This design comes from an exercise in tuning for small area, a short achievable clock period and few clock cycles on the open sky130 flow, not from production work.
Function not checked in this run: the RTL went through the layout flow alone.

**flow/config.mk**
```make
export PLATFORM = sky130hd
export DESIGN_NAME = muldiv_unit
export DESIGN_NICKNAME = muldiv_unit
export VERILOG_FILES = /design/flow/design.v
export SDC_FILE = /design/flow/constraint.sdc
export NUM_CORES = 4
export LEC_CHECK = 0
export CAP_MARGIN = 20
export CORE_MARGIN = 2
export CORE_UTILIZATION = 40
export SLEW_MARGIN = 20
```
**flow/constraint.sdc**
```tcl
create_clock -name core_clock -period 150.0 [get_ports {clk_i}]
set_input_delay 30.0000 -clock core_clock [delete_from_list [all_inputs] [get_ports {clk_i}]]
set_output_delay 30.0000 -clock core_clock [all_outputs]
set_load 0.01 [all_outputs]
```
**flow/design.v**
```verilog
module muldiv_unit (
    input  logic        clk_i,
    input  logic        rst_n_i,
    input  logic        start_i,
    input  logic [31:0] operand_a_i,
    input  logic [31:0] operand_b_i,
    input  logic [2:0]  muldiv_op_i,
    output logic [31:0] result_o,
    output logic        busy_o,
    output logic        done_o
);
    localparam int K  = 4;                  
    localparam int DW = 32 + K - 1;         
    localparam int NC = (32 + K - 1) / K;   
    localparam int CW = $clog2(NC + 1);
    logic          busy_q, done_q, first_q;
    logic          mul_q, sgn_q, rem_q;
    logic          neg_q, prev_q;
    logic [CW-1:0] cnt_q;
    logic [31:0]   x_q;       
    logic [DW-1:0] y_q;       
    logic [31:0]   z_q;       
    logic        sa, sb, bz;
    logic [31:0] abs_a, abs_b;
    logic [4:0]  la, lb;
    logic        az;
    logic signed [6:0] nq;
    logic [CW-1:0] c0;
    logic [DW-1:0] d0;
    assign sa    = sgn_q & x_q[31];
    assign sb    = sgn_q & y_q[31];
    assign abs_a = sa ? (~x_q + 32'd1) : x_q;
    assign abs_b = sb ? (~y_q[31:0] + 32'd1) : y_q[31:0];
    assign bz    = (y_q[31:0] == 32'd0);
    assign az    = (abs_a == 32'd0);
    always_comb begin
        la = 5'd0;
        lb = 5'd0;
        for (int i = 0; i < 32; i++) begin
            if (abs_a[i]) la = 5'(i);
            if (abs_b[i]) lb = 5'(i);
        end
    end
    assign nq = $signed({2'b00, la}) - $signed({2'b00, lb}) + 7'sd1;
    always_comb begin
        c0 = CW'(1);
        if (!az && !bz && nq > 0)
            c0 = CW'((nq + K - 1) / K);
    end
    always_comb begin
        d0 = '0;
        for (int c = 1; c <= NC; c++)
            if (c0 == CW'(c)) d0 = DW'({{(K-1){1'b0}}, abs_b} << (c * K - 1));
    end
    logic [31:0]   s   [0:K];
    logic [DW-1:0] dv;
    logic [K-1:0]  qb;
    logic [31:0]   t   [0:K-1];
    logic          co  [0:K-1];
    logic [2*K:0]  ybits;
    assign dv    = first_q ? d0 : y_q;
    assign ybits = {y_q[2*K-1:0], prev_q};
    always_comb begin
        logic [31:0] xs, pp, ib;
        logic [32:0] sum;
        logic        one, two, ng, hi;
        s[0] = mul_q ? z_q : (first_q ? abs_a : x_q);
        for (int j = 0; j < K; j++) begin
            one = ybits[2*j+1] ^ ybits[2*j];
            two = (ybits[2*j+2] & ~ybits[2*j+1] & ~ybits[2*j]) |
                  (~ybits[2*j+2] & ybits[2*j+1] & ybits[2*j]);
            ng  = ybits[2*j+2];
            xs  = x_q << (2 * j);
            pp  = ({32{one}} & xs) | ({32{two}} & (xs << 1));
            hi  = (j < K - 1) ? |(dv >> (32 + j)) : 1'b0;
            if (mul_q) ib = pp ^ {32{ng}};
            else       ib = ~(dv >> j);
            sum   = {1'b0, s[j]} + {1'b0, ib} + {32'd0, (mul_q ? ng : 1'b1)};
            t[j]  = sum[31:0];
            co[j] = sum[32];
            qb[K-1-j] = co[j] & ~hi;
            s[j+1] = (mul_q || qb[K-1-j]) ? t[j] : s[j];
        end
    end
    logic [31:0] qn, sel, res;
    logic        last, mterm, negn;
    logic [31:0] ynext;
    assign qn    = (z_q << K) | 32'(qb);
    assign negn  = first_q ? (sgn_q & (rem_q ? sa : (sa ^ sb))) : neg_q;
    assign sel   = rem_q ? s[K] : qn;
    assign res   = (negn ? (~sel + 32'd1) : sel) | {32{first_q & bz & ~rem_q}};
    assign last  = first_q ? (c0 == CW'(1)) : (cnt_q == CW'(1));
    assign ynext = $signed(y_q[31:0]) >>> (2 * K);
    assign mterm = (ynext == {32{y_q[2*K-1]}});
    always_ff @(posedge clk_i or negedge rst_n_i) begin
        if (!rst_n_i) begin
            busy_q  <= 1'b0;
            done_q  <= 1'b0;
            first_q <= 1'b0;
        end else begin
            if (!busy_q && !done_q) begin
                if (start_i) begin
                    busy_q  <= (muldiv_op_i <= 3'd4);
                    done_q  <= (muldiv_op_i >  3'd4);
                    first_q <= 1'b1;
                end
            end else if (busy_q) begin
                first_q <= 1'b0;
                if (mul_q ? mterm : last) begin
                    busy_q <= 1'b0;
                    done_q <= 1'b1;
                end
            end else begin
                done_q <= 1'b0;
            end
        end
    end
    always_ff @(posedge clk_i) begin
        if (!busy_q && !done_q) begin
            x_q    <= operand_a_i;
            y_q    <= DW'(operand_b_i);
            z_q    <= 32'd0;
            prev_q <= 1'b0;
            mul_q  <= (muldiv_op_i == 3'd0);
            sgn_q  <= (muldiv_op_i == 3'd1) || (muldiv_op_i == 3'd3);
            rem_q  <= (muldiv_op_i == 3'd3) || (muldiv_op_i == 3'd4);
        end else if (busy_q) begin
            if (mul_q) begin
                x_q    <= x_q << (2 * K);
                y_q    <= DW'(ynext);
                prev_q <= y_q[2*K-1];
                z_q    <= s[K];
            end else begin
                x_q   <= s[K];
                y_q   <= dv >> K;
                z_q   <= last ? res : qn;
                neg_q <= negn;
                cnt_q <= first_q ? (c0 - CW'(1)) : (cnt_q - CW'(1));
            end
        end
    end
    assign busy_o   = busy_q;
    assign done_o   = done_q;
    assign result_o = z_q;
endmodule
```
**flow/run.sh**
```bash
#!/bin/bash
# synth_recipe.tcl (not shown) runs the flow's synth.tcl, then flattens the netlist and writes it again
# the make line also repeats each setting of config.mk as NAME=value (left out here)
make -C /OpenROAD-flow-scripts/flow DESIGN_CONFIG=/design/flow/config.mk WORK_HOME=/design/flow/orfs CLKGATE_MAP_FILE= SYNTH_SCRIPT=/design/flow/synth_recipe.tcl finish
```
==> results.txt <==
- Run status: finished clean
- Setup_tns: 0 ns
- Maxcap violations: 0
- Most frequent cells in the layout: 436 x a21oi_1, 350 x nor2_1, 301 x nand2_1
- Final hold violation count: 0
- Clock slew at reported path FFs: 0.09 ns
- Core area: 0.0602 mm²
- Net count after synthesis: 3,728
- FMAX: 31.5 MHz
- PnR worst setup slack: 118.29 ns
- Overall Global Routing Usage: 39.2%
- Chip width: 251 µm
- Vias in the first global route: 27,083
- EDFF count, synth: 72
- Root buf cell: clkbuf_16
- Die area: 0.0628 mm²
- Type of the worst setup path: register to primary output
- Post-Synth Simple-Gate Area: 21.8%
- Num CTS Buffers: 9
- XOR/XNOR share of the synthesized area: 12.1%
- Post-CTS setup buffer count: 0
- Vias per inst: 6.94
- Main combinational cell family by area after synthesis: compound AO/OA/AOI/OAI gates
- Hold-fix buffers, CTS: 0
- First-pass GRT wire length: 184,000 µm
- Vias post-DR: 29,469
- Final setup viols: 0
- Yosys top cell by area: xnor2_1
- Crit path max-delay family: flip-flops
- Post-Syn Area: 0.0243 mm²
- WP data arrival: 1.71 ns
- Post-Synth Adder-Cell Area: 8.41%
- Setup WS pre-CTS: 118.76 ns
- Cells after synthesis: 3,500
- TritonCTS clock tree: yes
- Count of input and output buffers: 103
- CTS sink cnt: 108
- Share of the synthesized area in the top cell type: 9.57%
- DR pass1 iterations: 6
- I/O pin total: 104
- Drt first-iter violations: 4,420
- Count of unique library cells instantiated by Yosys: 111
- Layout cells sized above 1: 7.62%
- Layout area overhead: 9.11%
- Compound-Gate Fraction of Synth Area: 36.2%
- RSZ-0062 raised after global routing: false
- Critical-path top delay cell: dfrtp_1
- CP Capture Type: primary output
- GRT overflow: 0
- Mux share of post-synthesis cell area: 3.44%
- Post-synth top flop: edfxtp_1
- Largest stage delay, worst path: 0.65 ns
- Clock Latency Late Sink: 0.42 ns
- CP startpoint kind: register
- Avg Cell Area, Syn: 6.95 µm²
- Largest net degree at the start of global routing: 78
- Buf/Inv on CP: 1
- Slew Limit Fails: 0
- Critical path cell sequence: clkdlybuf4s50_1
- H-tree depth: 3
- Max_slew headroom: 14.8%
- Dpl hpwl: 97,800 µm
- Routed Antenna Nets: 0
- Worst Path Required: 120.00 ns
- Util after Layout: 44.1%
- Routed length per placed instance: 29.9 µm
- Max clock buf depth: 2
- Final GP Congestion: 1.07
- Leading cell types by total area after synthesis: xnor2_1 9.6%, a21oi_1 9.0%, edfxtp_1 8.9%
- Commonest non-fill, non-tap cell in the layout: a21oi_1
- DRC: 0
- Initial antenna violation count: 3
- Fillers: 6,346
- Crit path max fanout: 10
- Worst hold path type: register to register
- Placed cell area: 0.0262 mm²
- Sequential area share after synthesis: 11.9%
- Synthesized flop and latch total: 108
- Fin area: 0.0266 mm²
- CTS resizes: 0
- Post-synthesis async set-or-reset flop share: 2.78%
- Synth Warn #: 4
- Clk_skew: 0.0153 ns
- Initial core utilization: 40.4%
- Nets: 3,689
- Std-Cell Rows: 90
- Crit share post-route: 21.1%
- Drt total wl: 127,000 µm
- Min cycle time layout: 31.71 ns
- Die Y: 251 µm
- Slew @ Worst Pin: 1.28 ns
## synthesized netlist by cell type (all sizes together) (44+ instances only)
| master | number |
|---|---|
| a21oi | 438 |
| nor2 | 352 |
| nand2 | 302 |
| xnor2 | 266 |
| clkbuf | 224 |
| o21ai | 205 |
| ha | 150 |
| a22oi | 142 |
| inv | 106 |
| nand3 | 86 |
| a21o | 78 |
| edfxtp | 72 |
| xor2 | 68 |
| nor3 | 54 |
| buf | 48 |
| nand4 | 47 |
| mux2 | 44 |
## final timing paths
path                       startpoint       to  slack (ns)  cells after the start
hold reg to reg               z_q[24]  z_q[24]        0.59                      2
setup / recovery               done_q   done_o      118.29                      1
max in group asynchronous     rst_n_i   done_q      120.06                      1
setup reg to reg               y_q[1]  z_q[31]      120.15                    103
hold / removal                z_q[24]  z_q[24]        0.59                      2
min in group asynchronous     rst_n_i   busy_q       29.77                      1
## through the flow
stage / instances / hold slack (ns)
final: 4249 / 0.590
after global routing: 4248 / 0.610
after CTS: 4248 / 0.588
after detailed placement: 4232 / 0.578
after global placement: 4232 / 0.564
after floorplan: 3500 / 0.523
## layer usage
metal | wire, µm | part of all wire (%) | vias to the layer above | track usage [%]
met2 | 51000 | 40 | 2184 | 56.3
met1 | 48900 | 38 | 13822 | 50.3
met5 | 21 | 0.017 | - | 0
met3 | 17200 | 14 | 519 | 11.6
met4 | 10100 | 7.9 | 4 | 26.5
li1 | - | - | 12940 | -
## registers in the layout, summed over array words and instances, names as in the netlist
signal   flops
done_q       1
busy_q       1
mul_q        1
cnt_q        4
rem_q        1
sgn_q        1
x_q         32
first_q      1
y_q         32
prev_q       1
neg_q        1
z_q         32
## cell families (layout without fill, tap and decap cells)
family / Yosys count / after routing
compound gates: 1344 / 1344
simple gates: 1096 / 1096
buf+inv: 382 / 348
xor+xnor: 334 / 334
fa+ha+maj: 159 / 159
flops: 108 / 108
mux: 77 / 77
other cells: 0 / 1
## cell type report
cell class / instances / area, µm² / area share, %
antenna: 1 / 2.50 / 0.00942
clock buffer: 10 / 250 / 0.942
clock inverter: 6 / 72.6 / 0.273
inverter: 110 / 413 / 1.55
multi-input combinational: 3010 / 20000 / 75.4
sequential: 108 / 2900 / 10.9
tap: 782 / 978 / 3.68
timing repair buffer: 222 / 1920 / 7.25

[port drivers added, routing unchanged]
In the flow no input, the clock included, has a driving cell. The finished layout below was timed again as built, in two steps. Step 1, drivers: a clkbuf_16 drives clk_i and a buf_2 each remaining input, both assumed. Step 2 moves the port delays by t, midway between the first and last clock arrival at a register: inputs arrive t later, outputs are due t later. That takes back most of the time a late clock gives input paths. Three values: no drivers, after step 1, after step 2; two values: the first two.
shift t [ns]: 0.484
slack for setup (ns): 118.292 / 118.222 / 118.707
worst setup path after step 2: register to output
worst data-port slew with drivers (ns): 0.06
After both steps setup and hold are still met in this run. The setup slack of this run moves by -0.070 ns with the drivers and by +0.415 ns with both steps.
